What follows belongs to an exercise in optimizing a design on an open flow for small area, a short achievable clock period and few clock cycles; a production flow would make more cautious choices.
At most, simulation tests tie the RTL to the original design; equivalence was not proved.
Only the layout flow was run in runs 1 to 3; the RTL was not checked for function there.
No activity file was given, so power comes from the tool's default toggle rates.

==> design/flow/design.v <==
module gpio_top(
	wb_clk_i, wb_rst_i, wb_cyc_i, wb_adr_i, wb_dat_i, wb_sel_i, wb_we_i, wb_stb_i,
	wb_dat_o, wb_ack_o, wb_err_o, wb_inta_o,
	aux_i,
	ext_pad_i, ext_pad_o, ext_padoe_o,
	clk_pad_i
);
parameter dw = 32;
parameter aw = 8;
parameter gw = 32;
input             wb_clk_i;
input             wb_rst_i;
input             wb_cyc_i;
input   [aw-1:0]  wb_adr_i;
input   [dw-1:0]  wb_dat_i;
input   [3:0]     wb_sel_i;
input             wb_we_i;
input             wb_stb_i;
output  [dw-1:0]  wb_dat_o;
output            wb_ack_o;
output            wb_err_o;
output            wb_inta_o;
input   [gw-1:0]  aux_i;
input   [gw-1:0]  ext_pad_i;
input             clk_pad_i;
output  [gw-1:0]  ext_pad_o;
output  [gw-1:0]  ext_padoe_o;
reg  [gw-1:0] rgpio_in;
reg  [gw-1:0] rgpio_out;
reg  [gw-1:0] rgpio_oe;
reg  [gw-1:0] rgpio_inte;
reg  [gw-1:0] rgpio_ptrig;
reg  [gw-1:0] rgpio_aux;
reg  [1:0]    rgpio_ctrl;
reg  [gw-1:0] rgpio_ints;
reg  [gw-1:0] rgpio_eclk;
reg  [gw-1:0] rgpio_nec;
reg  [gw-1:0] sync, ext_pad_s;
reg  [gw-1:0] pextc_sampled;
reg           sync_clk, clk_s, clk_r;
reg           wb_inta_o;
reg  [gw-1:0] ext_pad_o;
wire       req    = wb_cyc_i & wb_stb_i;
wire       valid  = (wb_adr_i[7:6] == 2'b00) & (wb_adr_i[1:0] == 2'b00);
wire [3:0] ofs    = wb_adr_i[5:2];
wire       wr     = req & wb_we_i & valid;
assign wb_ack_o = req & valid & ~wb_rst_i;
assign wb_err_o = req & ~valid & ~wb_rst_i;
wire wr_out   = wr & (ofs == 4'h1);
wire wr_oe    = wr & (ofs == 4'h2);
wire wr_inte  = wr & (ofs == 4'h3);
wire wr_ptrig = wr & (ofs == 4'h4);
wire wr_aux   = wr & (ofs == 4'h5);
wire wr_ctrl  = wr & (ofs == 4'h6);
wire wr_ints  = wr & (ofs == 4'h7);
wire wr_eclk  = wr & (ofs == 4'h8);
wire wr_nec   = wr & (ofs == 4'h9);
function [gw-1:0] bytewr;
	input [gw-1:0] old;
	input [dw-1:0] d;
	input [3:0]    s;
	begin
		bytewr[31:24] = s[3] ? d[31:24] : old[31:24];
		bytewr[23:16] = s[2] ? d[23:16] : old[23:16];
		bytewr[15:8]  = s[1] ? d[15:8]  : old[15:8];
		bytewr[7:0]   = s[0] ? d[7:0]   : old[7:0];
	end
endfunction
always @(posedge wb_clk_i or posedge wb_rst_i)
	if (wb_rst_i) begin
		rgpio_out   <= {gw{1'b0}};
		rgpio_oe    <= {gw{1'b0}};
		rgpio_inte  <= {gw{1'b0}};
		rgpio_ptrig <= {gw{1'b0}};
		rgpio_aux   <= {gw{1'b0}};
		rgpio_eclk  <= {gw{1'b0}};
		rgpio_nec   <= {gw{1'b0}};
	end else begin
		if (wr_out)   rgpio_out   <= bytewr(rgpio_out,   wb_dat_i, wb_sel_i);
		if (wr_oe)    rgpio_oe    <= bytewr(rgpio_oe,    wb_dat_i, wb_sel_i);
		if (wr_inte)  rgpio_inte  <= bytewr(rgpio_inte,  wb_dat_i, wb_sel_i);
		if (wr_ptrig) rgpio_ptrig <= bytewr(rgpio_ptrig, wb_dat_i, wb_sel_i);
		if (wr_aux)   rgpio_aux   <= bytewr(rgpio_aux,   wb_dat_i, wb_sel_i);
		if (wr_eclk)  rgpio_eclk  <= bytewr(rgpio_eclk,  wb_dat_i, wb_sel_i);
		if (wr_nec)   rgpio_nec   <= bytewr(rgpio_nec,   wb_dat_i, wb_sel_i);
	end
always @(posedge wb_clk_i or posedge wb_rst_i)
	if (wb_rst_i)
		rgpio_ctrl <= 2'b0;
	else if (wr_ctrl)
		rgpio_ctrl <= wb_dat_i[1:0];
	else if (rgpio_ctrl[0])
		rgpio_ctrl[1] <= rgpio_ctrl[1] | wb_inta_o;
always @(posedge wb_clk_i or posedge wb_rst_i)
	if (wb_rst_i) begin
		sync      <= {gw{1'b0}};
		ext_pad_s <= {gw{1'b0}};
		sync_clk  <= 1'b0;
		clk_s     <= 1'b0;
		clk_r     <= 1'b0;
	end else begin
		sync      <= ext_pad_i;
		ext_pad_s <= sync;
		sync_clk  <= clk_pad_i;
		clk_s     <= sync_clk;
		clk_r     <= clk_s;
	end
wire          pedge   = clk_s & ~clk_r;
wire          nedge   = ~clk_s & clk_r;
wire [gw-1:0] in_lach = (~rgpio_nec & {gw{pedge}}) | (rgpio_nec & {gw{nedge}});
wire [gw-1:0] extc_in = (in_lach & ext_pad_s) | (~in_lach & pextc_sampled);
wire [gw-1:0] in_muxed = (rgpio_eclk & pextc_sampled) | (~rgpio_eclk & ext_pad_s);
always @(posedge wb_clk_i or posedge wb_rst_i)
	if (wb_rst_i) begin
		pextc_sampled <= {gw{1'b0}};
		rgpio_in      <= {gw{1'b0}};
	end else begin
		pextc_sampled <= extc_in;
		rgpio_in      <= in_muxed;
	end
always @(posedge wb_clk_i or posedge wb_rst_i)
	if (wb_rst_i)
		rgpio_ints <= {gw{1'b0}};
	else if (wr_ints)
		rgpio_ints <= wb_dat_i;
	else if (rgpio_ctrl[0])
		rgpio_ints <= rgpio_ints | (((in_muxed ^ rgpio_in) & ~(in_muxed ^ rgpio_ptrig)) & rgpio_inte);
always @(posedge wb_clk_i or posedge wb_rst_i)
	if (wb_rst_i)
		wb_inta_o <= 1'b0;
	else
		wb_inta_o <= (|rgpio_ints) & rgpio_ctrl[0];
assign ext_padoe_o = rgpio_oe;
always @(posedge wb_clk_i or posedge wb_rst_i)
	if (wb_rst_i)
		ext_pad_o <= {gw{1'b0}};
	else
		ext_pad_o <= (rgpio_out & ~rgpio_aux) | (aux_i & rgpio_aux);
wire [3:0] ofs_r = wb_adr_i[5:2];
wire [dw-1:0] ctrl_w = {{dw-2{1'b0}}, rgpio_ctrl};
reg  [dw-1:0] g0, g1, g2, rdat;
always @(*) begin
	case (ofs_r[1:0])
		2'd0: g0 = rgpio_in;
		2'd1: g0 = rgpio_out;
		2'd2: g0 = rgpio_oe;
		default: g0 = rgpio_inte;
	endcase
	case (ofs_r[1:0])
		2'd0: g1 = rgpio_ptrig;
		2'd1: g1 = rgpio_aux;
		2'd2: g1 = ctrl_w;
		default: g1 = rgpio_ints;
	endcase
	case (ofs_r[1:0])
		2'd0: g2 = rgpio_eclk;
		2'd1: g2 = rgpio_nec;
		default: g2 = rgpio_in;
	endcase
	case (ofs_r[3:2])
		2'd0: rdat = g0;
		2'd1: rdat = g1;
		2'd2: rdat = g2;
		default: rdat = rgpio_in;
	endcase
end
assign wb_dat_o = rdat;
endmodule
==> design/flow/flow/run.sh <==
#!/bin/bash
cp standard.sh standard_sh.txt
export BUFFER_PORTS_ARGS="-buffer_cell sky130_fd_sc_hd__buf_1"
bash standard.sh > standard.log 2>&1
==> design/flow/standard.sh <==
#!/bin/bash
# synth_recipe.tcl (not shown) runs the flow's synth.tcl, then flattens the netlist and writes it again
# the make line also repeats each setting of config.mk as NAME=value (left out here)
make -C /OpenROAD-flow-scripts/flow DESIGN_CONFIG=/design/flow/config.mk WORK_HOME=/design/flow/orfs CLKGATE_MAP_FILE= SYNTH_SCRIPT=/design/flow/synth_recipe.tcl "${@:-finish}"
==> design/flow/config.mk <==
export PLATFORM = sky130hd
export DESIGN_NAME = gpio_top
export DESIGN_NICKNAME = gpio_top
export VERILOG_FILES = /design/flow/design.v
export SDC_FILE = /design/flow/constraint.sdc
export NUM_CORES = 4
export LEC_CHECK = 0
export CAP_MARGIN = 20
export CORE_MARGIN = 2
export CORE_UTILIZATION = 40
export CTS_BUF_LIST = sky130_fd_sc_hd__clkbuf_4 sky130_fd_sc_hd__clkbuf_8
export PLACE_DENSITY = 0.6
export SETUP_SLACK_MARGIN = 2.0
export SLEW_MARGIN = 20
==> design/flow/constraint.sdc <==
create_clock -name core_clock -period 5.0 [get_ports {wb_clk_i}]
set_input_delay 1.0000 -clock core_clock [delete_from_list [all_inputs] [get_ports {wb_clk_i}]]
set_output_delay 1.0000 -clock core_clock [all_outputs]
set_load 0.01 [all_outputs]
==> results of run 1 <==
-- kinds of logic after synthesis --
logic type | count (synthesis) | synth area share
mux | 461 | 0.277
flops | 422 | 0.559
simple gates | 252 | 0.0724
compound gates | 231 | 0.0756
buf+inv | 71 | 0.0156
-- state kept, by name, summed over array words and instances (netlist names), 32 cells and up, named ones only --
signal	count
ext_pad_o	32
ext_pad_s	32
rgpio_aux	32
rgpio_eclk	32
rgpio_in	32
rgpio_inte	32
rgpio_ints	32
rgpio_nec	32
rgpio_oe	32
rgpio_out	32
rgpio_ptrig	32
sync	32
-- worst max-delay path: cells and delay by family --
kind                   cells  cell delay [ns]
AO/OA/AOI/OAI              2             0.47
AND/OR/NAND/NOR            1             0.06
buffers and inverters      5             0.71
multiplexers               1             0.14
-- cell usage after synthesis (all sizes together) --
master     n  area [um^2]
mux2     328         3690
nand4      2         12.5
or4        2         18.8
o21a       1         7.51
nand3      2         10.0
o21ai     18         90.1
mux4      17          383
nor2b      6         37.5
or2        3         18.8
o22ai     15         93.8
nand2b    72          450
a31oi     32          200
nand2     55          257
nor4      17          200
inv        4         15.0
a211oi     5         37.5
a22o       2         17.5
o41ai      4         35.0
mux2i    116         1160
nor3       1         5.00
clkbuf    37          139
and3       1         6.26
o211a     14          140
a2111oi   11         96.3
nor3b      1         7.51
nand3b     1         7.51
a221oi     2         17.5
o211ai    22          165
a21oi    104          521
a22oi      1         7.51
and2       1         6.26
dfrtp    422        10600
nor2      88          330
buf       30          140
-- placed cells by master (no fill, tap or decap), drive strengths merged, types with 15 or more instances in the layout --
cell type,instances
dfrtp,422
nor2,88
mux2,328
mux2i,116
nand2,55
o211ai,22
mux4,17
o21ai,18
clkbuf,130
nand2b,73
a31oi,32
nor4,17
a21oi,104
buf,279
o22ai,15
-- metal layers --
metal | vias to the layer above | GRT usage | wire (um)
met3 | 74 | 0.0459 | 3160
li1 | 5898 | - | -
met1 | 6706 | 0.306 | 25100
met4 | 2 | 0.0688 | 1100
met2 | 380 | 0.351 | 26200
met5 | - | 0 | 10
-- final timing paths --
check / start / cells past startpoint / slack, ns / end
max reg2reg: rgpio_ints[10] / 3 / 3.11 / wb_inta_o
min in group asynchronous: wb_rst_i / 2 / 0.61 / rgpio_ctrl[0]
max in group asynchronous: wb_rst_i / 3 / 3.24 / sync[21]
min: sync[24] / 0 / 0.34 / ext_pad_s[24]
max: wb_adr_i[2] / 9 / 1.59 / wb_dat_o[9]
min reg2reg: sync[24] / 0 / 0.34 / ext_pad_s[24]
-- power groups by stage --
stage | Combinational, W | Sequential, W | Clock, W
after floorplan | 0.000371 | 0.00362 | 0
after CTS | 0.000631 | 0.00358 | 0.00331
after global placement | 0.000531 | 0.00364 | 0
after detailed placement | 0.000539 | 0.00364 | 0
after global routing | 0.000729 | 0.00360 | 0.00346
final | 0.000675 | 0.00359 | 0.00322
-- final cells by class --
| class | instances | area share |
|---|---|---|
| Clock buffer | 117 | 0.0622 |
| Sequential cell | 422 | 0.452 |
| Multi-Input combinational cell | 948 | 0.361 |
| Clock inverter | 5 | 0.00134 |
| Tap cell | 607 | 0.0325 |
| Inverter | 4 | 0.000803 |
| Timing Repair Buffer | 293 | 0.0900 |
| Antenna cell | 1 | 0.000107 |
-- per-stage QoR --
step	hold slack [ns]	setup WS [ns]	area [um^2]	total power, W	TNS, ns
2_1_floorplan	0.331	-1.69	19300	0.00400	-714.65
3_3_place_gp	0.334	1.12	20500	0.00417	0
3_5_place_dp	0.335	1.10	20500	0.00418	0
4_1_cts	0.345	1.64	22800	0.00752	0
5_1_grt	0.353	1.53	23400	0.00779	0
6_report	0.335	1.59	23400	0.00748	0
-- timing repair --
item	in CTS	in global routing
setup endpoints to repair	74	43
setup buffers	24	20
pin swaps	14	29
gates resized for setup	100	53
gates cloned	12	9
hold buffers	0	0
==> summary.txt, run 1 <==
Logic pwr share=0.090; Sw Share=0.246; Synthesis Warnings=1; mapped cell area=18900 um^2; Clk Latency, worst-skew pair=0.64 ns; pwr dens=320 nW/um^2; clock root cell=clkbuf_8; DRT Pass-1 Iters=5; Final Non-Filler Cells=2397; CTS Sinks=422; Req. time, crit path=4.00 ns; switching power=0.00184 W; CTS tree=built; GP Congestion=0.787; Slew HR=0.373; Layout area overhead=23.7%; first-pass GRT wire length=82700 um; Avg Vias per Cell=5.45; max_cap viols=0; largest net degree at the start of global routing=120; syn_nets=1551; Slew Limit Fails=0; nets=1857; Seq/Total Area, Yosys=0.559; Worst EP arrival=2.41 ns; Initial Util=0.406; grt total ovfl=0; final setup fails=0; final critical-path share of the clock period=0.683; DRT antenna net count=0; crit-path max cell delay=0.37 ns; DRT Wirelength=55600 um; overall die height=221 um; placed cells=2209; Reg area=10600 um^2; die area=49000 um^2; outcome=no timing/DRC/antenna violations; startpoint types=primary input; CTS Buf Count=74; register share of total power=0.479; area occupied by multi-input gates=8440 um^2; Slowest-stage cell, CP=a2111oi_0; vias=13060; Distinct cells, synth=41; All-Layer GR Usage=0.221; minimum clock period=3.41 ns; initial antenna violation count=2; IO Pins=213; Die W=221 um; initial detailed-routing violation count=1002; Yosys reg bits=422; HPWL after DPL=33200 um; crit path capture type=output pin; I/O Buffers=212; slew at the pin with the worst max-slew slack=0.938 ns; htree depth=3; Core Util, Final=0.502; Clock Power Share=0.431; crit path kind=primary input to output pin; row count=79; wire length per cell=23.2 um; Int Pwr=0.00564 W; DRC viols=0; fillers=4120; Core Area=46600 um^2; worst hold path type=flip-flop to flip-flop; fraction of layout cells with a size suffix above 1=0.365; VDD IR-drop max=0.193 mV; clk_skew=0.0295 ns; Avg Cell Area, Syn=13.1 um^2; Hold Violations, Final=0; sequence of cells on the critical path=clkbuf_16 > buf_6 > buf_16 > buf_8 > mux2i_1 > nor2_1 > a2111oi_0 > a21oi_1 > buf_2; Worst-path clk slew=0.06 ns; Synth Instances=1437; Leak=10.9 nW; clock buffer depth=3; RSZ-0062 raised after global routing=yes; vias in the first global route=13422; FMAX=293 MHz; critical path peak fanout=8
==> run 2: changes to the inputs <==
--- a/design/flow/design.v
+++ b/design/flow/design.v
@@ -57,13 +57,23 @@
 wire wr_nec   = wr & (ofs == 4'h9);
-function [gw-1:0] bytewr;
-	input [gw-1:0] old;
-	input [dw-1:0] d;
-	input [3:0]    s;
-	begin
-		bytewr[31:24] = s[3] ? d[31:24] : old[31:24];
-		bytewr[23:16] = s[2] ? d[23:16] : old[23:16];
-		bytewr[15:8]  = s[1] ? d[15:8]  : old[15:8];
-		bytewr[7:0]   = s[0] ? d[7:0]   : old[7:0];
+wire [3:0] sel = wb_sel_i;
+wire [gw-1:0] out_d, oe_d, inte_d, ptrig_d, aux_d, eclk_d, nec_d;
+genvar b;
+generate
+	for (b = 0; b < 4; b = b + 1) begin : lane
+		wire en_out   = wr_out   & sel[b];
+		wire en_oe    = wr_oe    & sel[b];
+		wire en_inte  = wr_inte  & sel[b];
+		wire en_ptrig = wr_ptrig & sel[b];
+		wire en_aux   = wr_aux   & sel[b];
+		wire en_eclk  = wr_eclk  & sel[b];
+		wire en_nec   = wr_nec   & sel[b];
+		gpio_wlane u_out   (.en(en_out),   .en_n(~en_out),   .d(wb_dat_i[8*b+:8]), .q(rgpio_out[8*b+:8]),   .y(out_d[8*b+:8]));
+		gpio_wlane u_oe    (.en(en_oe),    .en_n(~en_oe),    .d(wb_dat_i[8*b+:8]), .q(rgpio_oe[8*b+:8]),    .y(oe_d[8*b+:8]));
+		gpio_wlane u_inte  (.en(en_inte),  .en_n(~en_inte),  .d(wb_dat_i[8*b+:8]), .q(rgpio_inte[8*b+:8]),  .y(inte_d[8*b+:8]));
+		gpio_wlane u_ptrig (.en(en_ptrig), .en_n(~en_ptrig), .d(wb_dat_i[8*b+:8]), .q(rgpio_ptrig[8*b+:8]), .y(ptrig_d[8*b+:8]));
+		gpio_wlane u_aux   (.en(en_aux),   .en_n(~en_aux),   .d(wb_dat_i[8*b+:8]), .q(rgpio_aux[8*b+:8]),   .y(aux_d[8*b+:8]));
+		gpio_wlane u_eclk  (.en(en_eclk),  .en_n(~en_eclk),  .d(wb_dat_i[8*b+:8]), .q(rgpio_eclk[8*b+:8]),  .y(eclk_d[8*b+:8]));
+		gpio_wlane u_nec   (.en(en_nec),   .en_n(~en_nec),   .d(wb_dat_i[8*b+:8]), .q(rgpio_nec[8*b+:8]),   .y(nec_d[8*b+:8]));
 	end
-endfunction
+endgenerate
 always @(posedge wb_clk_i or posedge wb_rst_i)
@@ -78,9 +88,9 @@
 	end else begin
-		if (wr_out)   rgpio_out   <= bytewr(rgpio_out,   wb_dat_i, wb_sel_i);
-		if (wr_oe)    rgpio_oe    <= bytewr(rgpio_oe,    wb_dat_i, wb_sel_i);
-		if (wr_inte)  rgpio_inte  <= bytewr(rgpio_inte,  wb_dat_i, wb_sel_i);
-		if (wr_ptrig) rgpio_ptrig <= bytewr(rgpio_ptrig, wb_dat_i, wb_sel_i);
-		if (wr_aux)   rgpio_aux   <= bytewr(rgpio_aux,   wb_dat_i, wb_sel_i);
-		if (wr_eclk)  rgpio_eclk  <= bytewr(rgpio_eclk,  wb_dat_i, wb_sel_i);
-		if (wr_nec)   rgpio_nec   <= bytewr(rgpio_nec,   wb_dat_i, wb_sel_i);
+		rgpio_out   <= out_d;
+		rgpio_oe    <= oe_d;
+		rgpio_inte  <= inte_d;
+		rgpio_ptrig <= ptrig_d;
+		rgpio_aux   <= aux_d;
+		rgpio_eclk  <= eclk_d;
+		rgpio_nec   <= nec_d;
 	end
@@ -139,30 +149,51 @@
 wire [3:0] ofs_r = wb_adr_i[5:2];
-wire [dw-1:0] ctrl_w = {{dw-2{1'b0}}, rgpio_ctrl};
-reg  [dw-1:0] g0, g1, g2, rdat;
-always @(*) begin
-	case (ofs_r[1:0])
-		2'd0: g0 = rgpio_in;
-		2'd1: g0 = rgpio_out;
-		2'd2: g0 = rgpio_oe;
-		default: g0 = rgpio_inte;
-	endcase
-	case (ofs_r[1:0])
-		2'd0: g1 = rgpio_ptrig;
-		2'd1: g1 = rgpio_aux;
-		2'd2: g1 = ctrl_w;
-		default: g1 = rgpio_ints;
-	endcase
-	case (ofs_r[1:0])
-		2'd0: g2 = rgpio_eclk;
-		2'd1: g2 = rgpio_nec;
-		default: g2 = rgpio_in;
-	endcase
-	case (ofs_r[3:2])
-		2'd0: rdat = g0;
-		2'd1: rdat = g1;
-		2'd2: rdat = g2;
-		default: rdat = rgpio_in;
-	endcase
-end
-assign wb_dat_o = rdat;
+genvar i;
+generate
+	for (b = 0; b < 4; b = b + 1) begin : rd
+		wire [9:0] s;
+		gpio_rdec u_dec (.a(ofs_r), .s(s));
+		for (i = 8*b; i < 8*b+8; i = i + 1) begin : bt
+			if (i < 2) begin : c
+				gpio_rbit_c u_bit (.s(s), .r({rgpio_nec[i], rgpio_eclk[i], rgpio_ints[i], rgpio_ctrl[i],
+					rgpio_aux[i], rgpio_ptrig[i], rgpio_inte[i], rgpio_oe[i], rgpio_out[i], rgpio_in[i]}),
+					.y(wb_dat_o[i]));
+			end else begin : n
+				gpio_rbit u_bit (.s(s), .r({rgpio_nec[i], rgpio_eclk[i], rgpio_ints[i],
+					rgpio_aux[i], rgpio_ptrig[i], rgpio_inte[i], rgpio_oe[i], rgpio_out[i], rgpio_in[i]}),
+					.y(wb_dat_o[i]));
+			end
+		end
+	end
+endgenerate
 endmodule
+module gpio_wlane(en, en_n, d, q, y);
+input        en, en_n;
+input  [7:0] d, q;
+output [7:0] y;
+assign y = ({8{en}} & d) | ({8{en_n}} & q);
+endmodule
+module gpio_rdec(a, s);
+input  [3:0] a;
+output [9:0] s;
+assign s[0] = (a == 4'd0) | (a >= 4'd10);
+assign s[1] = (a == 4'd1);
+assign s[2] = (a == 4'd2);
+assign s[3] = (a == 4'd3);
+assign s[4] = (a == 4'd4);
+assign s[5] = (a == 4'd5);
+assign s[6] = (a == 4'd6);
+assign s[7] = (a == 4'd7);
+assign s[8] = (a == 4'd8);
+assign s[9] = (a == 4'd9);
+endmodule
+module gpio_rbit_c(s, r, y);
+input  [9:0] s, r;
+output       y;
+assign y = |(s & r);
+endmodule
+module gpio_rbit(s, r, y);
+input  [9:0] s;
+input  [8:0] r;
+output       y;
+assign y = |({s[9:7], s[5:0]} & r);
+endmodule
==> design/flow/run.sh (new file) <==
#!/bin/bash
# synth_recipe.tcl (not shown) runs the flow's synth.tcl, then flattens the netlist and writes it again
# the make line also repeats each setting of config.mk as NAME=value (left out here)
make -C /OpenROAD-flow-scripts/flow DESIGN_CONFIG=/design/flow/config.mk WORK_HOME=/design/flow/orfs CLKGATE_MAP_FILE= SYNTH_SCRIPT=/design/flow/synth_recipe.tcl finish
--- a/design/flow/config.mk
+++ b/design/flow/config.mk
@@ -10,3 +10,2 @@
 export CORE_UTILIZATION = 40
-export CTS_BUF_LIST = sky130_fd_sc_hd__clkbuf_4 sky130_fd_sc_hd__clkbuf_8
 export PLACE_DENSITY = 0.6
@@ -14 +13,3 @@
 export SLEW_MARGIN = 20
+export SYNTH_HIERARCHICAL = 1
+export SYNTH_MINIMUM_KEEP_SIZE = 0
removed: design/flow/flow/run.sh
removed: design/flow/standard.sh
==> summary.txt, run 2 <==
outcome=no timing/DRC/antenna violations; vias in the first global route=14036 (+4.6%); DRT antenna net count=0 (unchanged); Hold Violations, Final=0 (unchanged); Leak=10.2 nW (-6.4%); Req. time, crit path=4.00 ns (about the same); Slew Limit Fails=0 (unchanged); max_cap viols=0 (unchanged); Die W=216 um (-2.2%); fraction of layout cells with a size suffix above 1=0.228 (-0.137); commonest non-fill, non-tap cells in the layout=dfrtp_1 (422), a22o_1 (256), clkdlybuf4s50_1 (170); All-Layer GR Usage=0.245 (+0.0236); crit path kind=primary input to output pin; Worst-path clk slew=0.06 ns (about the same); CTS Buf Count=46 (-38%); most common cell after layout, fill and taps aside=dfrtp_1; DRT Pass-1 Iters=7 (+2); Worst EP arrival=2.43 ns (+0.02 ns); grt total ovfl=0 (unchanged); register share of total power=0.478 (about the same); Worst Setup Slack, final=1.57 ns (-0.0127 ns); pwr dens=322 nW/um^2 (+0.56%); minimum clock period=3.43 ns (+0.0127 ns); crit path capture type=output pin; Clock Power Share=0.440 (+0.009); initial detailed-routing violation count=1456 (+45%); initial antenna violation count=2 (unchanged); Sw Share=0.234 (-0.0122); IO Pins=213 (unchanged); Avg Cell Area, Syn=12.9 um^2 (-2.0%); nets=1790 (-3.6%); mapped cell area=18100 um^2 (-4.4%); final critical-path share of the clock period=0.685 (+0.00254); switching power=0.00175 W (-4.9%); startpoint types=primary input; I/O Buffers=212 (unchanged); CP delay by family, top=simple AND/OR/NAND/NOR gates; slew at the pin with the worst max-slew slack=1.00 ns (+0.0646 ns); VDD IR-drop max=0.214 mV (+11%); clock buffer depth=3 (unchanged); sequence of cells on the critical path=buf_12 > buf_12 > or4_4 > nand2_8 > buf_6 > a222oi_1 > nand3_1 > buf_2; Initial Util=0.407 (+0.000889); Logic pwr share=0.082 (-0.008); CTS Sinks=422 (unchanged); Clk Latency, worst-skew pair=0.57 ns (-0.07 ns); pre-CTS setup slack=0.439 ns (-0.663 ns); Synth Instances=1402 (-2.4%); largest net degree at the start of global routing=135 (+13%); die area=46900 um^2 (-4.3%); first-pass GRT wire length=87400 um (+5.7%); wire length per cell=24.6 um (+6.3%); dpl cell area=20900 um^2 (+1.6%); Slowest-stage cell, CP=or4_4; Worst path most repeated cell=buf_12; Slew HR=0.329 (-0.0443); clk_skew=0.0178 ns (-0.0117 ns); DRT Wirelength=56700 um (+2.0%); syn_nets=1516 (-2.3%); GP Congestion=0.857 (+8.9%); CTS tree=built; HPWL after DPL=35200 um (+6.0%); worst hold path type=flip-flop to flip-flop; Synthesis Warnings=7 (+6); FMAX=292 MHz (-0.37%); Avg Vias per Cell=5.90 (+8.3%); clock root cell=clkbuf_16; row count=77 (-2.5%); Layout area overhead=28.7%; RSZ-0062 raised after global routing=yes; Int Pwr=0.00574 W (+1.6%); vias=13581 (+4.0%); overall die height=216 um (-2.2%); final setup fails=0 (unchanged); DRC viols=0 (unchanged); fillers=3829 (-7.1%); buffers and inverters on the worst path=4 (-1); Final Cell Area=23200 um^2 (-0.52%); Overall Power=0.00749 W (about the same); crit-path max cell delay=0.57 ns (+0.20 ns); Core Area=44400 um^2 (-4.6%); critical path peak fanout=8 (unchanged); htree depth=2 (-1)
[run 2: cell type report]
type	instances	area, um^2	share of cell area
multi-input combinational	900	7390	0.318
sequential	422	10600	0.454
tap	592	741	0.0319
antenna	1	2.50	0.000108
inverter	3	15.0	0.000646
clock inverter	14	126	0.00544
clock buffer	66	1320	0.0567
timing repair buffer	303	3090	0.133
[run 2: timing repair]
| item | 4_1_cts | 5_1_grt |
|---|---|---|
| endpoints found under the setup margin | 255 | 71 |
| pin swaps | 87 | 35 |
| hold buffers | 0 | 0 |
| buffers inserted | 40 | 6 |
| resized for setup | 260 | 16 |
| cloned | 9 | 0 |
[run 2: path summary, 6_finish.rpt]
check	start	end	slack (ns)	cells after the start
max	wb_adr_i[2]	wb_dat_o[10]	1.57	8
min reg2reg	sync[12]	ext_pad_s[12]	0.34	0
max reg2reg	clk_s	flip-flop	2.59	5
min in group asynchronous	wb_rst_i	sync_clk	0.91	2
min	sync[12]	ext_pad_s[12]	0.34	0
max in group asynchronous	wb_rst_i	sync[16]	2.98	3
[run 2: stage by stage]
stage                      util  cells  hold slack (ns)  setup TNS [ns]
final                     0.523   2301            0.343               0
after global routing      0.523   2300            0.349               0
after CTS                 0.521   2294            0.348               0
after detailed placement  0.470   2165            0.336               0
after global placement    0.469   2165            0.332               0
after floorplan               -   1402            0.331         -714.65
[run 2: power by group through the flow]
stage               clock network, W  registers (W)  logic (W)
finish                       0.00329        0.00358   0.000615
global route                 0.00352        0.00359   0.000666
CTS                          0.00336        0.00358   0.000613
detailed placement                 0        0.00364   0.000540
global placement                   0        0.00364   0.000532
floorplan                          0        0.00362   0.000248
[run 2: routing by layer]
layer,global-route usage,vias to the layer above,part of all wire
li1,-,5961,-
met1,0.335,6945,0.43
met2,0.383,566,0.46
met3,0.0535,107,0.077
met4,0.0929,2,0.032
met5,0,-,0.00023
==> run 3: changes to the inputs <==
==> design/flow/flow/run.sh (new file) <==
#!/bin/bash
cp standard.sh standard_sh.txt
export BUFFER_PORTS_ARGS="-buffer_cell sky130_fd_sc_hd__buf_1"
bash standard.sh > standard.log 2>&1
==> design/flow/standard.sh (new file) <==
#!/bin/bash
# synth_recipe.tcl (not shown) runs the flow's synth.tcl, then flattens the netlist and writes it again
# the make line also repeats each setting of config.mk as NAME=value (left out here)
make -C /OpenROAD-flow-scripts/flow DESIGN_CONFIG=/design/flow/config.mk WORK_HOME=/design/flow/orfs CLKGATE_MAP_FILE= SYNTH_SCRIPT=/design/flow/synth_recipe.tcl "${@:-finish}"
removed: design/flow/run.sh
==> summary.txt, run 3 <==
vias=13513 (-0.50%); row count=77 (unchanged); Slew Limit Fails=0 (unchanged); minimum clock period=3.39 ns (-0.0362 ns); Req. time, crit path=4.00 ns (about the same); Die W=216 um (unchanged); clk_skew=0.0214 ns (+0.00362 ns); CTS Sinks=422 (unchanged); DRC viols=0 (unchanged); first-pass GRT wire length=85400 um (-2.2%); placed cells=2153 (-0.55%); outcome=no timing/DRC/antenna violations; Clk Latency, worst-skew pair=0.57 ns (about the same); pwr dens=341 nW/um^2 (+5.8%); final setup fails=0 (unchanged); initial antenna violation count=3 (+1); max_cap viols=0 (unchanged); Slew HR=0.411 (+0.0824); overall die height=216 um (unchanged); fraction of layout cells with a size suffix above 1=0.209 (-0.0183); CTS tree=built; HPWL after DPL=35200 um (about the same); Leak=9.51 nW (-6.6%); Hold Violations, Final=0 (unchanged); Worst-path clk slew=0.06 ns (about the same); # hold bufs at CTS=0 (unchanged); DRT Wirelength=56400 um (-0.48%); most common cell after layout, fill and taps aside=dfrtp_1; syn_nets=1516 (unchanged); Reg area=10600 um^2 (unchanged); IO Pins=213 (unchanged); clock root cell=clkbuf_16; grt total ovfl=0 (unchanged); RSZ-0062 raised after global routing=yes; Core Util, Final=0.491 (-0.0329); final hold slack=0.343 ns (+0.0000830 ns); vias in the first global route=13854 (-1.3%); Synthesis Warnings=7 (unchanged); Layout area overhead=20.6%; All-Layer GR Usage=0.241 (-0.00458); htree depth=2 (unchanged); Avg Cell Area, Syn=12.9 um^2 (unchanged); die area=46900 um^2 (unchanged); DRT antenna net count=0 (unchanged); startpoint types=primary input; wire length per cell=24.8 um (+0.48%); slew at the pin with the worst max-slew slack=0.883 ns (-0.119 ns); Worst EP arrival=2.39 ns (-0.04 ns); Core Area=44400 um^2 (unchanged); DRT Pass-1 Iters=9 (+2); dpl cell area=19400 um^2 (-7.1%); critical path peak fanout=8 (unchanged); area occupied by multi-input gates=7350 um^2 (-0.61%); FMAX=295 MHz (+1.1%); Overall Power=0.00742 W (-0.86%); nets=1771 (-1.1%); CTS Buf Count=47 (+2.2%); commonest non-fill, non-tap cells in the layout=dfrtp_1 (422), a22o_1 (256), buf_1 (181); initial detailed-routing violation count=1285 (-12%); Avg Vias per Cell=5.93 (+0.46%); GP Congestion=0.837 (-2.4%); Synth Instances=1402 (unchanged); worst hold path type=flip-flop to flip-flop; crit path capture type=output pin; Final Cell Area=21800 um^2 (-6.3%); mapped cell area=18100 um^2 (unchanged); largest net degree at the start of global routing=149 (+10%); I/O Buffers=212 (unchanged); fillers=3962 (+3.5%); clock buffer depth=3 (unchanged); Final Non-Filler Cells=2279 (-0.96%); VDD IR-drop max=0.198 mV (-7.2%); final critical-path share of the clock period=0.678 (-0.00724); Initial Util=0.407 (unchanged); crit path kind=primary input to output pin
[run 3: report_power, final]
| group | leakage (nW) | switching (W) | internal [W] |
|---|---|---|---|
| Clock | 0.712 | 0.00136 | 0.00197 |
| Sequential | 5.42 | 0.0000627 | 0.00352 |
| Combinational | 3.38 | 0.000310 | 0.000203 |
| Total | 9.51 | 0.00173 | 0.00569 |
[run 3: worst paths after layout]
path | endpoint | slack [ns] | cells past startpoint | from
setup / recovery | wb_dat_o[25] | 1.61 | 7 | wb_adr_i[5]
hold reg to reg | ext_pad_s[30] | 0.34 | 0 | sync[30]
max in group asynchronous | rgpio_oe[7] | 3.19 | 3 | wb_rst_i
hold / removal | ext_pad_s[30] | 0.34 | 0 | sync[30]
setup reg to reg | flip-flop | 2.96 | 3 | clk_r
min in group asynchronous | sync[31] | 0.56 | 2 | wb_rst_i
[run 3: final cells by class]
class                      count  area share
tap                          592      0.0340
inverter                       3    0.000689
sequential                   422       0.485
clock buffer                  71      0.0627
multi-input combinational    900       0.337
clock inverter                 6     0.00385
antenna                        2    0.000230
timing repair buffer         283      0.0766
[run 3: worst max-delay path, cell delays in order]
cell and delay, ns:
clkbuf_16 0.15, buf_12 0.14, or4_4 0.55, nand2_8 0.13, a222oi_1 0.11, nand3_1 0.15, buf_2 0.14
[run 3: what timing repair did]
item                                   4_1_cts  5_1_grt
gates resized for setup                    104       19
pin swaps                                   46       17
setup endpoints to repair                   33       32
gates cloned                                 3        2
setup buffers                               37        5
endpoints found under the hold margin        0        0
[run 3: metrics by stage]
step	TNS (ns)	setup WS, ns
after floorplan	-714.65	-1.69
after global routing	0	1.58
after detailed placement	0	0.762
final	0	1.61
after CTS	0	1.64
after global placement	0	0.532
[run 3: per-layer routing]
| metal | GRT usage | vias up | part of all wire |
|---|---|---|---|
| met2 | 0.381 | 571 | 0.47 |
| li1 | - | 5920 | - |
| met4 | 0.0938 | 2 | 0.033 |
| met1 | 0.319 | 6911 | 0.42 |
| met3 | 0.0598 | 109 | 0.084 |
| met5 | 0 | - | 0.00028 |
==> run 4: changes to the inputs <==
--- a/design/flow/design.v
+++ b/design/flow/design.v
@@ -148,3 +148,11 @@
 		ext_pad_o <= (rgpio_out & ~rgpio_aux) | (aux_i & rgpio_aux);
-wire [3:0] ofs_r = wb_adr_i[5:2];
+wire [3:0] pn, qn;
+assign pn[0] = ~(wb_adr_i[3:2] == 2'd0);
+assign pn[1] = ~(wb_adr_i[3:2] == 2'd1);
+assign pn[2] = ~(wb_adr_i[3:2] == 2'd2);
+assign pn[3] = ~(wb_adr_i[3:2] == 2'd3);
+assign qn[0] = ~(wb_adr_i[5:4] == 2'd0);
+assign qn[1] = ~(wb_adr_i[5:4] == 2'd1);
+assign qn[2] = ~(wb_adr_i[5:4] == 2'd2);
+assign qn[3] = ~(wb_adr_i[5:4] == 2'd3);
 genvar i;
@@ -153,3 +161,3 @@
 		wire [9:0] s;
-		gpio_rdec u_dec (.a(ofs_r), .s(s));
+		gpio_rsel u_sel (.pn(pn), .qn(qn), .a1(wb_adr_i[3]), .s(s));
 		for (i = 8*b; i < 8*b+8; i = i + 1) begin : bt
@@ -174,15 +182,21 @@
 endmodule
-module gpio_rdec(a, s);
-input  [3:0] a;
+module gpio_rsel(pn, qn, a1, s);
+input  [3:0] pn, qn;
+input        a1;
 output [9:0] s;
-assign s[0] = (a == 4'd0) | (a >= 4'd10);
-assign s[1] = (a == 4'd1);
-assign s[2] = (a == 4'd2);
-assign s[3] = (a == 4'd3);
-assign s[4] = (a == 4'd4);
-assign s[5] = (a == 4'd5);
-assign s[6] = (a == 4'd6);
-assign s[7] = (a == 4'd7);
-assign s[8] = (a == 4'd8);
-assign s[9] = (a == 4'd9);
+assign s[1] = ~(pn[1] | qn[0]);
+assign s[2] = ~(pn[2] | qn[0]);
+assign s[3] = ~(pn[3] | qn[0]);
+assign s[4] = ~(pn[0] | qn[1]);
+assign s[5] = ~(pn[1] | qn[1]);
+assign s[6] = ~(pn[2] | qn[1]);
+assign s[7] = ~(pn[3] | qn[1]);
+assign s[8] = ~(pn[0] | qn[2]);
+assign s[9] = ~(pn[1] | qn[2]);
+assign s[0] = ~(pn[0] | qn[0]) | ~qn[3] | (~qn[2] & a1);
+endmodule
+module gpio_aoi222(a1, a2, b1, b2, c1, c2, y);
+input  a1, a2, b1, b2, c1, c2;
+output y;
+assign y = ~((a1 & a2) | (b1 & b2) | (c1 & c2));
 endmodule
@@ -191,3 +205,7 @@
 output       y;
-assign y = |(s & r);
+wire x0, x1, x2;
+gpio_aoi222 u0 (.a1(s[1]), .a2(r[1]), .b1(s[2]), .b2(r[2]), .c1(s[3]), .c2(r[3]), .y(x0));
+gpio_aoi222 u1 (.a1(s[4]), .a2(r[4]), .b1(s[5]), .b2(r[5]), .c1(s[7]), .c2(r[7]), .y(x1));
+gpio_aoi222 u2 (.a1(s[8]), .a2(r[8]), .b1(s[9]), .b2(r[9]), .c1(s[0]), .c2(r[0]), .y(x2));
+assign y = ~(x0 & x1 & x2 & ~(s[6] & r[6]));
 endmodule
@@ -197,3 +215,7 @@
 output       y;
-assign y = |({s[9:7], s[5:0]} & r);
-endmodule
+wire x0, x1, x2;
+gpio_aoi222 u0 (.a1(s[1]), .a2(r[1]), .b1(s[2]), .b2(r[2]), .c1(s[3]), .c2(r[3]), .y(x0));
+gpio_aoi222 u1 (.a1(s[4]), .a2(r[4]), .b1(s[5]), .b2(r[5]), .c1(s[7]), .c2(r[6]), .y(x1));
+gpio_aoi222 u2 (.a1(s[8]), .a2(r[7]), .b1(s[9]), .b2(r[8]), .c1(s[0]), .c2(r[0]), .y(x2));
+assign y = ~(x0 & x1 & x2);
+endmodule
--- a/design/flow/config.mk
+++ b/design/flow/config.mk
@@ -9,4 +9,4 @@
 export CORE_MARGIN = 2
-export CORE_UTILIZATION = 40
-export PLACE_DENSITY = 0.6
+export CORE_UTILIZATION = 60
+export PLACE_DENSITY = 0.75
 export SETUP_SLACK_MARGIN = 2.0
==> summary.txt, run 4 <==
final setup fails=0 (unchanged); vias=13860 (+2.6%); Clk Latency, worst-skew pair=0.54 ns (-0.03 ns); max_cap viols=0 (unchanged); Initial Util=0.605 (+0.199); clock buffer depth=3 (unchanged); Worst EP arrival=2.45 ns (+0.06 ns); CTS tree=built; # hold bufs at CTS=0 (unchanged); die area=31100 um^2 (-34%); Synthesis Warnings=7 (unchanged); DRT antenna net count=0 (unchanged); htree depth=2 (unchanged); mapped cell area=17800 um^2 (-1.5%); wire length per cell=25.6 um (+3.5%); Clock Power Share=0.448 (about the same); Int Pwr=0.00574 W (+0.87%); crit path kind=primary input to output pin; Slew HR=0.326 (-0.0850); GP Congestion=0.918 (+9.8%); FMAX=290 MHz (-1.9%); initial antenna violation count=2 (-1); VDD IR-drop max=0.280 mV (+41%); first-pass GRT wire length=79300 um (-7.1%); vias in the first global route=13864 (+0.072%); All-Layer GR Usage=0.332 (+0.0912); Core Area=29400 um^2 (-34%); final critical-path share of the clock period=0.691 (+0.0128); DRT Pass-1 Iters=11 (+2); most common cell after layout, fill and taps aside=dfrtp_1; clock root cell=clkbuf_16; Req. time, crit path=4.00 ns (about the same); CTS Buf Count=44 (-6.4%); syn_nets=1485 (-2.0%); startpoint types=primary input; pwr dens=352 nW/um^2 (+3.3%); Layout area overhead=18.9%; HPWL after DPL=33300 um (-5.2%); RSZ-0062 raised after global routing=yes; Core Util, Final=0.720 (+0.229); Leak=9.39 nW (-1.3%); minimum clock period=3.45 ns (+0.0640 ns); I/O Buffers=212 (unchanged); fraction of layout cells with a size suffix above 1=0.212 (+0.00279); Worst Setup Slack, final=1.55 ns (-0.0640 ns); fillers=1979 (-50%); DRT Wirelength=52200 um (-7.6%); overall die height=176 um (-19%); register share of total power=0.482 (about the same); row count=63 (-18%); initial detailed-routing violation count=2039 (+59%); Synth Instances=1371 (-2.2%); nets=1724 (-2.7%); Slew Limit Fails=0 (unchanged); worst hold path type=flip-flop to flip-flop; Die W=176 um (-19%); largest net degree at the start of global routing=140 (-6.0%); Logic pwr share=0.070 (about the same); Avg Vias per Cell=6.81 (+15%); IO Pins=213 (unchanged); DRC viols=0 (unchanged); pre-CTS setup slack=1.18 ns (+0.423 ns); outcome=no timing/DRC/antenna violations; switching power=0.00171 W (-1.4%); clk_skew=0.0175 ns (-0.00389 ns); Avg Cell Area, Syn=13.0 um^2 (+0.77%); slew at the pin with the worst max-slew slack=1.01 ns (+0.125 ns); CTS Sinks=422 (unchanged); commonest non-fill, non-tap cells in the layout=dfrtp_1 (422), a22o_1 (224), buf_1 (179); Worst-path clk slew=0.05 ns (about the same); crit path capture type=output pin; critical path peak fanout=8 (unchanged); Hold Violations, Final=0 (unchanged); grt total ovfl=0 (unchanged); Sw Share=0.230 (-0.00401)
run 4: cell count changes in the layout (fill, tap and decap cells not counted), moves of 10 or more:
cell,previous run,this run
a222oi_1,30,96
a22oi_1,36,0
a221oi_2,32,0
a22o_1,256,224
a21oi_2,0,30
nand2_1,62,32
nor2_1,41,70
o21ai_0,28,1
nor2_4,9,29
nor3_4,13,0
buf_4,48,36
inv_1,2,12
run 4: worst paths after layout:
check                                  from  slack [ns]  cells past startpoint             to
min in group asynchronous          wb_rst_i        0.52                      2   rgpio_aux[1]
max in group asynchronous          wb_rst_i        3.40                      3        sync[7]
worst max register to register        clk_s        2.69                      4      flip-flop
worst max-delay path            wb_adr_i[4]        1.55                      8   wb_dat_o[11]
worst min register to register     sync[15]        0.35                      0  ext_pad_s[15]
worst min-delay path               sync[15]        0.35                      0  ext_pad_s[15]
run 4: routing by layer:
layer | share of wire | track usage | vias up | wire [um]
li1 | - | - | 5811 | -
met1 | 0.38 | 0.457 | 6894 | 20100
met2 | 0.47 | 0.515 | 975 | 24300
met3 | 0.11 | 0.0702 | 178 | 5580
met4 | 0.042 | 0.144 | 2 | 2220
met5 | 0.00025 | 0 | - | 13
run 4: critical path, cell delays in order:
cell and delay, ns:
buf_12 0.10, or2_4 0.21, buf_4 0.15, o221ai_4 0.10
buf_12 0.17, a222oi_1 0.34, nand3_1 0.21, clkbuf_2 0.17
run 4: metrics by stage:
stage / power [W] / cells / hold WS (ns) / setup TNS [ns] / cell area (um^2)
5_1_grt: 0.00767 / 2035 / 0.355 / 0 / 21200
2_1_floorplan: 0.00389 / 1371 / 0.331 / -714.65 / 17900
3_3_place_gp: 0.00406 / 1897 / 0.332 / 0 / 18600
3_5_place_dp: 0.00408 / 1897 / 0.335 / 0 / 18600
4_1_cts: 0.00746 / 2021 / 0.347 / 0 / 21000
6_report: 0.00745 / 2035 / 0.345 / 0 / 21200
run 4: final cells by class:
type	instances	area, um^2	share of cell area
Clock inverter	10	116	0.00550
Clock buffer	70	1390	0.0657
Inverter	13	52.6	0.00248
Timing Repair Buffer	272	1580	0.0745
Antenna cell	1	2.50	0.000118
Tap cell	390	488	0.0231
Sequential cell	422	10600	0.499
Multi-Input combinational cell	857	6980	0.330
run 4: timing repair:
| item | CTS | global route |
|---|---|---|
| pin swaps | 44 | 54 |
| resized for setup | 106 | 27 |
| gates cloned | 5 | 0 |
| endpoints found under the hold margin | 0 | 0 |
| endpoints found under the setup margin | 97 | 53 |
| setup buffers | 39 | 13 |
run 4: power groups by stage:
stage / Combinational, W / Sequential, W / Clock, W
5_1_grt: 0.000566 / 0.00360 / 0.00351
2_1_floorplan: 0.000265 / 0.00362 / 0
6_report: 0.000525 / 0.00359 / 0.00333
4_1_cts: 0.000504 / 0.00358 / 0.00337
3_5_place_dp: 0.000431 / 0.00364 / 0
3_3_place_gp: 0.000420 / 0.00364 / 0
Testbench counts of run 4, summed over its fixed seeds: cycles 24,000.
==> run 5: changes to the inputs <==
--- a/design/flow/config.mk
+++ b/design/flow/config.mk
@@ -9,5 +9,5 @@
 export CORE_MARGIN = 2
-export CORE_UTILIZATION = 60
-export PLACE_DENSITY = 0.75
-export SETUP_SLACK_MARGIN = 2.0
+export CORE_UTILIZATION = 40
+export PLACE_DENSITY = 0.6
+export SETUP_SLACK_MARGIN = 2.5
 export SLEW_MARGIN = 20
==> summary.txt, run 5 <==
initial antenna violation count=1 (-1); Avg Cell Area, Syn=13.0 um^2 (unchanged); syn_nets=1485 (unchanged); DRT antenna net count=0 (unchanged); register share of total power=0.471 (-0.011); crit-path max cell delay=0.53 ns (+0.19 ns); vias=13601 (-1.9%); slew at the pin with the worst max-slew slack=1.27 ns (+0.260 ns); Worst Setup Slack, final=1.50 ns (-0.0448 ns); Sw Share=0.241 (+0.0115); die area=46200 um^2 (+49%); Req. time, crit path=4.00 ns (about the same); Synthesis Warnings=7 (unchanged); diodes inserted=0 (-1); nets=1732 (+0.46%); pwr dens=351 nW/um^2 (about the same); Worst path depth=8 (unchanged); startpoint types=primary input; RSZ-0062 raised after global routing=yes; Logic pwr share=0.069 (about the same); Avg Vias per Cell=6.05 (-11%); crit path capture type=output pin; Worst path most repeated cell=buf_12; Slew Limit Fails=0 (unchanged); DRT Wirelength=56800 um (+9.0%); Core Area=44000 um^2 (+50%); Worst-path clk slew=0.06 ns (about the same); CTS Buf Count=47 (+6.8%); pre-CTS setup slack=1.21 ns (+0.0206 ns); fraction of layout cells with a size suffix above 1=0.250 (+0.0377); Die W=215 um (+22%); final hold slack=0.343 ns (-0.00235 ns); Initial Util=0.404 (-0.201); commonest non-fill, non-tap cells in the layout=dfrtp_1 (422), a22o_1 (224), buf_1 (187); buffers and inverters on the worst path=4 (unchanged); clock root cell=clkbuf_16; wire length per cell=25.3 um (-1.3%); Clk Latency, worst-skew pair=0.59 ns (+0.05 ns); CP delay by family, top=compound AO/OA/AOI/OAI gates; hold path depth=0 (unchanged); final setup fails=0 (unchanged); VDD IR-drop max=0.307 mV (+9.8%); largest net degree at the start of global routing=112 (-20%); FMAX=286 MHz (-1.3%); overall die height=215 um (+22%); Clock Power Share=0.460 (+0.012); switching power=0.00184 W (+7.5%); most common cell after layout, fill and taps aside=dfrtp_1; IO Pins=213 (unchanged); Slowest-stage cell, CP=a222oi_1; first-pass GRT wire length=85500 um (+7.8%); DRT Pass-1 Iters=10 (-1); clock buffer depth=3 (unchanged); CTS tree=built; initial detailed-routing violation count=1774 (-13%); reg2reg path depth=5 (+1); minimum clock period=3.50 ns (+0.0448 ns); critical path peak fanout=8 (unchanged); row count=77 (+22%); outcome=no timing/DRC/antenna violations; clk_skew=0.0291 ns (+0.0116 ns); I/O Buffers=212 (unchanged); All-Layer GR Usage=0.242 (-0.0896); mapped cell area=17800 um^2 (unchanged); grt total ovfl=0 (unchanged); worst hold path type=flip-flop to flip-flop; DRC viols=0 (unchanged); final critical-path share of the clock period=0.700 (+0.00896); fillers=3943 (+99%); Int Pwr=0.00579 W (+0.89%); CTS Sinks=422 (unchanged); sequence of cells on the critical path=buf_12 > or2_4 > buf_12 > buf_12 > nor2_4 > a222oi_1 > nand3_1 > buf_2; GP Congestion=0.930 (+1.3%); htree depth=2 (unchanged); Synth Instances=1371 (unchanged); Slew HR=0.154 (-0.172); max_cap viols=0 (unchanged); Hold Violations, Final=0 (unchanged); Worst EP arrival=2.50 ns (+0.05 ns); Leak=9.56 nW (+1.8%); HPWL after DPL=39900 um (+20%); vias in the first global route=13290 (-4.1%); Layout area overhead=21.9%; crit path kind=primary input to output pin
## run 5: worst paths after layout
check	startpoint	end	slack, ns
max	wb_adr_i[2]	wb_dat_o[7]	1.50
min	sync[26]	ext_pad_s[26]	0.34
max reg2reg	clk_r	flip-flop	2.92
min reg2reg	sync[26]	ext_pad_s[26]	0.34
max in group asynchronous	wb_rst_i	rgpio_out[10]	3.15
min in group asynchronous	wb_rst_i	rgpio_nec[7]	0.65
## run 5: metrics by stage
stage                util  cells  cell area, um^2  setup TNS, ns  power [W]
floorplan               -   1371            18200        -714.65    0.00390
finish              0.493   2248            21700              0    0.00763
global route        0.493   2248            21700              0    0.00789
global placement    0.432   2101            19000              0    0.00410
detailed placement  0.432   2101            19000              0    0.00411
CTS                 0.481   2222            21200              0    0.00767
## run 5: worst reg2reg max path: stages (launching register included)
cell      delay (ns)
dfrtp_1         0.65
nand2b_1        0.24
buf_4           0.39
nor2_1          0.09
a21oi_1         0.22
mux2_2          0.37
## run 5: power by group through the flow
| stage | clock [W] | sequential [W] | combinational (W) |
|---|---|---|---|
| final | 0.00351 | 0.00359 | 0.000529 |
| after CTS | 0.00358 | 0.00359 | 0.000504 |
| after global placement | 0 | 0.00364 | 0.000457 |
| after floorplan | 0 | 0.00362 | 0.000272 |
| after global routing | 0.00372 | 0.00360 | 0.000573 |
| after detailed placement | 0 | 0.00365 | 0.000464 |
## run 5: cell type report
class,count,area [um^2],share of cell area
Clock buffer,61,1320,0.0608
Clock inverter,26,253,0.0116
Inverter,13,70.1,0.00323
Multi-Input combinational cell,856,7160,0.330
Sequential cell,422,10600,0.487
Tap cell,592,741,0.0341
Timing Repair Buffer,278,1590,0.0732
## run 5: repair_timing
action,CTS,global route
hold endpoints to repair,0,0
buffers inserted,32,24
pin swaps,30,65
gates cloned,2,2
hold buffers,0,0
gates resized for setup,81,106
endpoints found under the setup margin,219,267
## run 5: routing by layer
| layer | part of all wire | track usage |
|---|---|---|
| met4 | 0.025 | 0.0813 |
| met5 | 0 | 0 |
| met1 | 0.45 | 0.354 |
| met3 | 0.077 | 0.0415 |
| met2 | 0.45 | 0.365 |
==> run 6: changes to the inputs <==
--- a/design/flow/config.mk
+++ b/design/flow/config.mk
@@ -11,3 +11,3 @@
 export PLACE_DENSITY = 0.6
-export SETUP_SLACK_MARGIN = 2.5
+export SETUP_SLACK_MARGIN = 1.5
 export SLEW_MARGIN = 20
==> summary.txt, run 6 <==
outcome=no timing/DRC/antenna violations; startpoint types=primary input; vias in the first global route=13343 (+0.40%); row count=77 (unchanged); Slew HR=0.342 (+0.188); Avg Cell Area, Syn=13.0 um^2 (unchanged); Die W=215 um (unchanged); clk_skew=0.00732 ns (-0.0218 ns); vias=13160 (-3.2%); worst hold path type=flip-flop to flip-flop; fraction of layout cells with a size suffix above 1=0.181 (-0.0686); Worst EP arrival=2.46 ns (-0.04 ns); GP Congestion=0.908 (-2.4%); crit path capture type=output pin; Slowest-stage cell, CP=a222oi_1; final critical-path share of the clock period=0.691 (-0.00840); minimum clock period=3.46 ns (-0.0420 ns); placed cells=2107 (+0.29%); RSZ-0062 raised after global routing=no; slew at the pin with the worst max-slew slack=0.985 ns (-0.283 ns); Final Non-Filler Cells=2220 (-1.2%); CTS Buf Count=47 (unchanged); max_cap viols=0 (unchanged); die area=46200 um^2 (unchanged); All-Layer GR Usage=0.236 (-0.00646); Worst path most repeated cell=buf_4; FMAX=289 MHz (+1.2%); Layout area overhead=18.0%; critical path peak fanout=7 (-1); DRT antenna net count=0 (unchanged); Initial Util=0.404 (unchanged); nets=1708 (-1.4%); Slew Limit Fails=0 (unchanged); crit-path max cell delay=0.37 ns (-0.16 ns); mapped cell area=17800 um^2 (unchanged); DRT Pass-1 Iters=8 (-2); VDD IR-drop max=0.186 mV (-40%); Clk Latency, worst-skew pair=0.57 ns (-0.02 ns); sequence of cells on the critical path=buf_6 > or2_4 > nor2_2 > buf_4 > buf_4 > a222oi_1 > nand3_1 > buf_1; wire length per cell=24.7 um (-2.2%); syn_nets=1485 (unchanged); HPWL after DPL=37100 um (-7.1%); r2r setup slk=2.74 ns (-0.18 ns); largest net degree at the start of global routing=106 (-5.4%); pwr dens=365 nW/um^2 (+3.7%); final setup fails=0 (unchanged); clock buffer depth=3 (unchanged); initial antenna violation count=3 (+2); Synth Instances=1371 (unchanged); overall die height=215 um (unchanged); DRT Wirelength=54900 um (-3.4%); Core Area=44000 um^2 (unchanged); Req. time, crit path=4.00 ns (about the same); first-pass GRT wire length=83400 um (-2.5%); clock root cell=clkbuf_16; Leak=9.18 nW (-4.0%); CTS Sinks=422 (unchanged); initial detailed-routing violation count=1641 (-7.5%); Synthesis Warnings=7 (unchanged); # hold bufs at CTS=0 (unchanged); IO Pins=213 (unchanged); htree depth=2 (unchanged); final setup TNS=0 ns (unchanged); CTS tree=built; DRC viols=0 (unchanged); Worst Setup Slack, final=1.54 ns (+0.0420 ns); commonest non-fill, non-tap cells in the layout=dfrtp_1 (422), a22o_1 (224), buf_1 (205); Avg Vias per Cell=5.93 (-2.0%); Worst-path clk slew=0.06 ns (about the same); crit path kind=primary input to output pin; Hold Violations, Final=0 (unchanged); pre-CTS setup slack=0.929 ns (-0.277 ns); grt total ovfl=0 (unchanged); I/O Buffers=212 (unchanged); most common cell after layout, fill and taps aside=dfrtp_1
-- run 6: critical path, delay by kind of cell --
| kind | cells | cell delay, ns |
|---|---|---|
| compound gates | 1 | 0.37 |
| simple gates | 3 | 0.49 |
| buf+inv | 4 | 0.58 |
-- run 6: area by class of cell --
type                            count  area [um^2]
Fill cell                        3967        23000
Sequential cell                   422        10600
Multi-Input combinational cell    855         6820
Clock buffer                       65         1360
Timing Repair Buffer              255         1240
Tap cell                          592          741
Clock inverter                     16          234
Inverter                           13         52.6
Antenna cell                        2         5.00
-- run 6: metrics by stage --
step	util	cell area, um^2	hold WS, ns	power [W]
finish	0.477	21000	0.342	0.00766
global route	0.477	21000	0.351	0.00794
CTS	0.473	20800	0.343	0.00773
detailed placement	0.429	18900	0.335	0.00408
global placement	0.429	18900	0.334	0.00407
floorplan	-	17800	0.331	0.00388
-- run 6: power by group --
group          leakage [nW]  switching [W]  internal [W]  total [W]
Clock                 0.789        0.00140       0.00219    0.00359
Sequential             5.42      0.0000702       0.00352    0.00359
Combinational          2.97       0.000301      0.000180   0.000482
-- run 6: final timing paths --
path,startpoint,cells after the start,to
min,sync[18],0,ext_pad_s[18]
max in group asynchronous,wb_rst_i,3,ext_pad_o[3]
min reg2reg,sync[18],0,ext_pad_s[18]
max,wb_adr_i[5],8,wb_dat_o[2]
max reg2reg,clk_r,3,flip-flop
min in group asynchronous,wb_rst_i,2,rgpio_out[7]
-- run 6: metal layers --
metal  vias up  wire length [um]  part of all wire  GRT usage
met5         -                27           0.00049          0
met4         4              1840             0.034     0.0926
met3       117              4760             0.087     0.0561
met2       636             25400              0.46      0.368
met1      6612             22900              0.42      0.319
li1       5791                 -                 -          -
-- run 6: timing repair --
item / CTS / global route
pin swaps: 6 / 13
setup buffers: 17 / 11
resized for setup: 64 / 24
cloned: 2 / 0
setup endpoints to repair: 32 / 24
==> run 7: changes to the inputs <==
--- a/design/flow/config.mk
+++ b/design/flow/config.mk
@@ -10,4 +10,6 @@
 export CORE_UTILIZATION = 40
+export CTS_CLUSTER_DIAMETER = 80
+export CTS_CLUSTER_SIZE = 24
 export PLACE_DENSITY = 0.6
-export SETUP_SLACK_MARGIN = 1.5
+export SETUP_SLACK_MARGIN = 2.0
 export SLEW_MARGIN = 20
==> summary.txt, run 7 <==
DRC viols=0 (unchanged); clock root cell=clkbuf_16; row count=77 (unchanged); clock buffer depth=3 (unchanged); final setup fails=0 (unchanged); first-pass GRT wire length=82300 um (-1.3%); syn_nets=1485 (unchanged); max_cap viols=0 (unchanged); All-Layer GR Usage=0.231 (-0.00470); CTS Sinks=422 (unchanged); switching power=0.00165 W (-6.5%); CTS tree=built; hold path depth=0 (unchanged); FMAX=294 MHz (+1.7%); commonest non-fill, non-tap cells in the layout=dfrtp_1 (422), a22o_1 (224), buf_1 (182); r2r setup slk=2.70 ns (-0.04 ns); initial antenna violation count=3 (unchanged); minimum clock period=3.40 ns (-0.0571 ns); clk_skew=0.0170 ns (+0.00964 ns); crit path capture type=output pin; reg2reg path depth=4 (+1); critical path peak fanout=8 (+1); htree depth=1 (-1); Avg Cell Area, Syn=13.0 um^2 (unchanged); Hold Violations, Final=0 (unchanged); Worst Setup Slack, final=1.60 ns (+0.0571 ns); Core Area=44000 um^2 (unchanged); startpoint types=primary input; overall die height=215 um (unchanged); Slew HR=0.294 (-0.0477); Avg Vias per Cell=5.97 (+0.79%); Req. time, crit path=4.00 ns (about the same); Sw Share=0.251 (+0.0199); WHS Endpoint=ext_pad_s[18]; Synth Instances=1371 (unchanged); Worst EP arrival=2.40 ns (-0.06 ns); VDD IR-drop max=0.238 mV (+28%); wire length per cell=24.7 um (about the same); final critical-path share of the clock period=0.680 (-0.0114); RSZ-0062 raised after global routing=yes; HPWL after DPL=36400 um (-1.9%); Worst-path clk slew=0.08 ns (+0.02 ns); die area=46200 um^2 (unchanged); Initial Util=0.404 (unchanged); final setup TNS=0 ns (unchanged); Leak=8.94 nW (-2.6%); Layout area overhead=15.2%; pre-CTS setup slack=1.12 ns (+0.187 ns); I/O Buffers=212 (unchanged); dpl cell area=19000 um^2 (+0.40%); most common cell after layout, fill and taps aside=dfrtp_1; pwr dens=321 nW/um^2 (-12%); Clock Power Share=0.381 (-0.088); worst min-delay path startpoint=sync[18]; fraction of layout cells with a size suffix above 1=0.182 (+0.000908); initial detailed-routing violation count=1566 (-4.6%); DRT Wirelength=54100 um (-1.6%); Die W=215 um (unchanged); grt total ovfl=0 (unchanged); Final Cell Area=20500 um^2 (-2.4%); GP Congestion=0.904 (-0.45%); Clk Latency, worst-skew pair=0.58 ns (about the same); Slew Limit Fails=0 (unchanged); IO Pins=213 (unchanged); crit path kind=primary input to output pin; Int Pwr=0.00494 W (-16%); Logic pwr share=0.076 (+0.013); Failed Checks=antenna violations; vias=13049 (-0.84%); outcome=complete, but fails checks; nets=1682 (-1.5%); Critical R2R Launch=clk_s; DRT antenna net count=1 (+1); CTS Buf Count=26 (-45%); Synthesis Warnings=7 (unchanged); register share of total power=0.543 (+0.075); DRT Pass-1 Iters=14 (+6); worst hold path type=flip-flop to flip-flop; mapped cell area=17800 um^2 (unchanged); largest net degree at the start of global routing=128 (+21%); slew at the pin with the worst max-slew slack=1.06 ns (+0.0714 ns); vias in the first global route=13110 (-1.7%)
[run 7: through the flow]
stage               std cells  hold slack, ns  utilization  total power, W
floorplan                1371           0.331            -         0.00389
global placement         2105           0.334        0.431         0.00408
detailed placement       2105           0.335        0.431         0.00409
CTS                      2177           0.355        0.465         0.00667
global route             2178           0.360        0.465         0.00685
finish                   2184           0.352        0.466         0.00659
[run 7: final cells by class]
class                           instances  area [um^2]
Clock inverter                         15          246
Fill cell                            4020        23500
Sequential cell                       422        10600
Tap cell                              592          741
Antenna cell                            7         17.5
Timing Repair Buffer                  249         1310
Inverter                               13         52.6
Clock buffer                           30          687
Multi-Input combinational cell        856         6890
[run 7: repair_timing]
action                     4_1_cts  5_1_grt
setup endpoints to repair       73       90
setup buffers                   23        0
hold buffers                     0        0
cloned                           4        0
pin swaps                       52       35
gates resized for setup         94       14
[run 7: per-layer routing]
layer / share of wire / wire length (um) / GRT usage
met1: 0.44 / 23800 / 0.328
met2: 0.46 / 24900 / 0.359
met3: 0.072 / 3910 / 0.0447
met5: 0.00020 / 11 / 0.00313
met4: 0.028 / 1510 / 0.0697
[run 7: critical path, cell delays in order]
cell and delay, ns:
buf_12 0.12, nand2b_4 0.20, buf_4 0.17, nor2_2 0.42, a222oi_1 0.17, nand3_1 0.16
clkbuf_2 0.15
[run 7: power groups by stage]
stage                     clock network [W]  logic [W]  registers [W]
after floorplan                           0   0.000265        0.00362
final                               0.00251   0.000500        0.00358
after detailed placement                  0   0.000448        0.00364
after global placement                    0   0.000441        0.00364
after CTS                           0.00259   0.000500        0.00358
after global routing                0.00271   0.000543        0.00359
[run 7: worst max-delay path by stage]
stage | cells after the start | startpoint | end
final | 7 | wb_adr_i[5] | wb_dat_o[14]
after global routing | 6 | wb_adr_i[5] | wb_dat_o[23]
after CTS | 6 | wb_adr_i[4] | wb_dat_o[26]
after detailed placement | 6 | wb_adr_i[3] | wb_dat_o[11]
after global placement | 6 | wb_adr_i[3] | wb_dat_o[11]
after floorplan | 1 | wb_rst_i | asynchronous set/reset pin
==> run 8: changes to the inputs <==
--- a/design/flow/config.mk
+++ b/design/flow/config.mk
@@ -10,4 +10,2 @@
 export CORE_UTILIZATION = 40
-export CTS_CLUSTER_DIAMETER = 80
-export CTS_CLUSTER_SIZE = 24
 export PLACE_DENSITY = 0.6
==> summary.txt, run 8 <==
outcome=no timing/DRC/antenna violations; Clock Power Share=0.477 (+0.096); pwr dens=368 nW/um^2 (+15%); max_cap viols=0 (unchanged); Die W=215 um (unchanged); HPWL after DPL=36400 um (unchanged); pre-CTS setup slack=1.12 ns (unchanged); Slowest-stage cell, CP=or2_4; CTS Buf Count=47 (+81%); Slew HR=0.314 (+0.0196); initial antenna violation count=4 (+1); I/O Buffers=212 (unchanged); worst min-delay path startpoint=sync[22]; minimum clock period=3.43 ns (+0.0299 ns); clock buffer depth=3 (unchanged); most common cell after layout, fill and taps aside=dfrtp_1; vias in the first global route=13372 (+2.0%); wire length per cell=24.6 um (-0.50%); mapped cell area=17800 um^2 (unchanged); IO Pins=213 (unchanged); hold path depth=0 (unchanged); Int Pwr=0.00600 W (+22%); fraction of layout cells with a size suffix above 1=0.200 (+0.0178); GP Congestion=0.904 (unchanged); first-pass GRT wire length=83200 um (+1.1%); crit-path max cell delay=0.32 ns (-0.10 ns); CTS Sinks=422 (unchanged); die area=46200 um^2 (unchanged); Final Non-Filler Cells=2218 (+1.6%); final setup TNS=0 ns (unchanged); fillers=3951 (-1.7%); clk_skew=0.0204 ns (+0.00348 ns); htree depth=2 (+1); initial detailed-routing violation count=1624 (+3.7%); final critical-path share of the clock period=0.686 (+0.00598); r2r setup slk=2.69 ns (about the same); Core Util, Final=0.482 (+0.0158); Hold Violations, Final=0 (unchanged); vias=13223 (+1.3%); crit path kind=primary input to output pin; DRT antenna net count=0 (-1); register share of total power=0.459 (-0.084); DRT Wirelength=54600 um (+1.0%); row count=77 (unchanged); Slew Limit Fails=0 (unchanged); Avg Cell Area, Syn=13.0 um^2 (unchanged); Worst EP arrival=2.43 ns (+0.03 ns); Leak=9.29 nW (+3.9%); All-Layer GR Usage=0.235 (+0.00433); Worst-path clk slew=0.06 ns (-0.02 ns); final setup fails=0 (unchanged); commonest non-fill, non-tap cells in the layout=dfrtp_1 (422), a22o_1 (224), buf_1 (184); Core Area=44000 um^2 (unchanged); Avg Vias per Cell=5.96 (-0.22%); Worst Setup Slack, final=1.57 ns (-0.0299 ns); slew at the pin with the worst max-slew slack=1.03 ns (-0.0293 ns); critical path peak fanout=8 (unchanged); RSZ-0062 raised after global routing=yes; DRT Pass-1 Iters=9 (-5); placed cells=2105 (unchanged); FMAX=292 MHz (-0.87%); VDD IR-drop max=0.232 mV (-2.7%); Layout area overhead=19.1%; overall die height=215 um (unchanged); nets=1702 (+1.2%); CTS tree=built; Synthesis Warnings=7 (unchanged); Critical R2R Launch=clk_s; largest net degree at the start of global routing=128 (unchanged); WHS Endpoint=ext_pad_s[22]; Sw Share=0.231 (-0.0197); syn_nets=1485 (unchanged); Req. time, crit path=4.00 ns (about the same); crit path capture type=output pin; # hold bufs at CTS=0 (unchanged); sequence of cells on the critical path=buf_12 > or2_4 > buf_4 > nor2_4 > a222oi_1 > nand3_1 > buf_1; worst hold path type=flip-flop to flip-flop; switching power=0.00180 W (+9.1%); Initial Util=0.404 (unchanged); reg2reg path depth=4 (unchanged); clock root cell=clkbuf_16; startpoint types=primary input; DRC viols=0 (unchanged); grt total ovfl=0 (unchanged); Logic pwr share=0.064 (-0.012); Synth Instances=1371 (unchanged); Clk Latency, worst-skew pair=0.58 ns (about the same)
## run 8: worst max path at each step
stage	startpoint	slack, ns	to
global placement	wb_adr_i[3]	1.20	wb_dat_o[11]
CTS	wb_adr_i[4]	1.62	wb_dat_o[26]
finish	wb_adr_i[3]	1.57	wb_dat_o[11]
detailed placement	wb_adr_i[3]	1.12	wb_dat_o[11]
global route	wb_adr_i[4]	1.53	wb_dat_o[25]
floorplan	wb_rst_i	-1.69	asynchronous set/reset pin
## run 8: critical path, delay by kind of cell
kind / cells / cell delay, ns
buf+inv: 3 / 0.48
simple gates: 3 / 0.77
compound gates: 1 / 0.18
## run 8: per-layer routing
metal | global-route usage | up-vias | wire length (um)
li1 | - | 5780 | -
met1 | 0.327 | 6684 | 23600
met2 | 0.360 | 635 | 24900
met3 | 0.0592 | 120 | 4340
met4 | 0.0799 | 4 | 1670
met5 | 0.0104 | - | 80
## run 8: repair_timing
item / CTS / global route
endpoints found under the hold margin: 0 / 0
gates resized for setup: 86 / 18
setup endpoints to repair: 74 / 90
gates cloned: 4 / 0
pin swaps: 42 / 30
buffers inserted: 17 / 5
## run 8: cell type report
cell class	instances	area, um^2	share of cell area
multi-input cells	857	6910	0.326
clock inverters	18	254	0.0120
well taps	592	741	0.0349
flip-flops and latches	422	10600	0.498
repair buffers	247	1240	0.0587
inverters	13	52.6	0.00248
diodes	2	5.00	0.000236
clock buffers	67	1430	0.0676
## run 8: power groups by stage
stage	registers (W)	logic (W)	clock network [W]
floorplan	0.00362	0.000265	0
global placement	0.00364	0.000441	0
detailed placement	0.00364	0.000448	0
CTS	0.00358	0.000491	0.00381
global route	0.00359	0.000540	0.00396
finish	0.00358	0.000496	0.00373
## run 8: through the flow
stage	instance area (um^2)	power [W]	hold WS, ns
global route	21200	0.00809	0.347
CTS	21100	0.00789	0.343
global placement	19000	0.00408	0.334
detailed placement	19000	0.00409	0.335
floorplan	17900	0.00389	0.331
finish	21200	0.00781	0.342

Check on run 8: ideal ports give 1.570 ns setup slack; a clkbuf_16 on the clock port and buf_2 on the inputs give 1.465 ns; moving port delays by the midpoint clock arrival (0.627 ns) as well gives 1.252 ns.
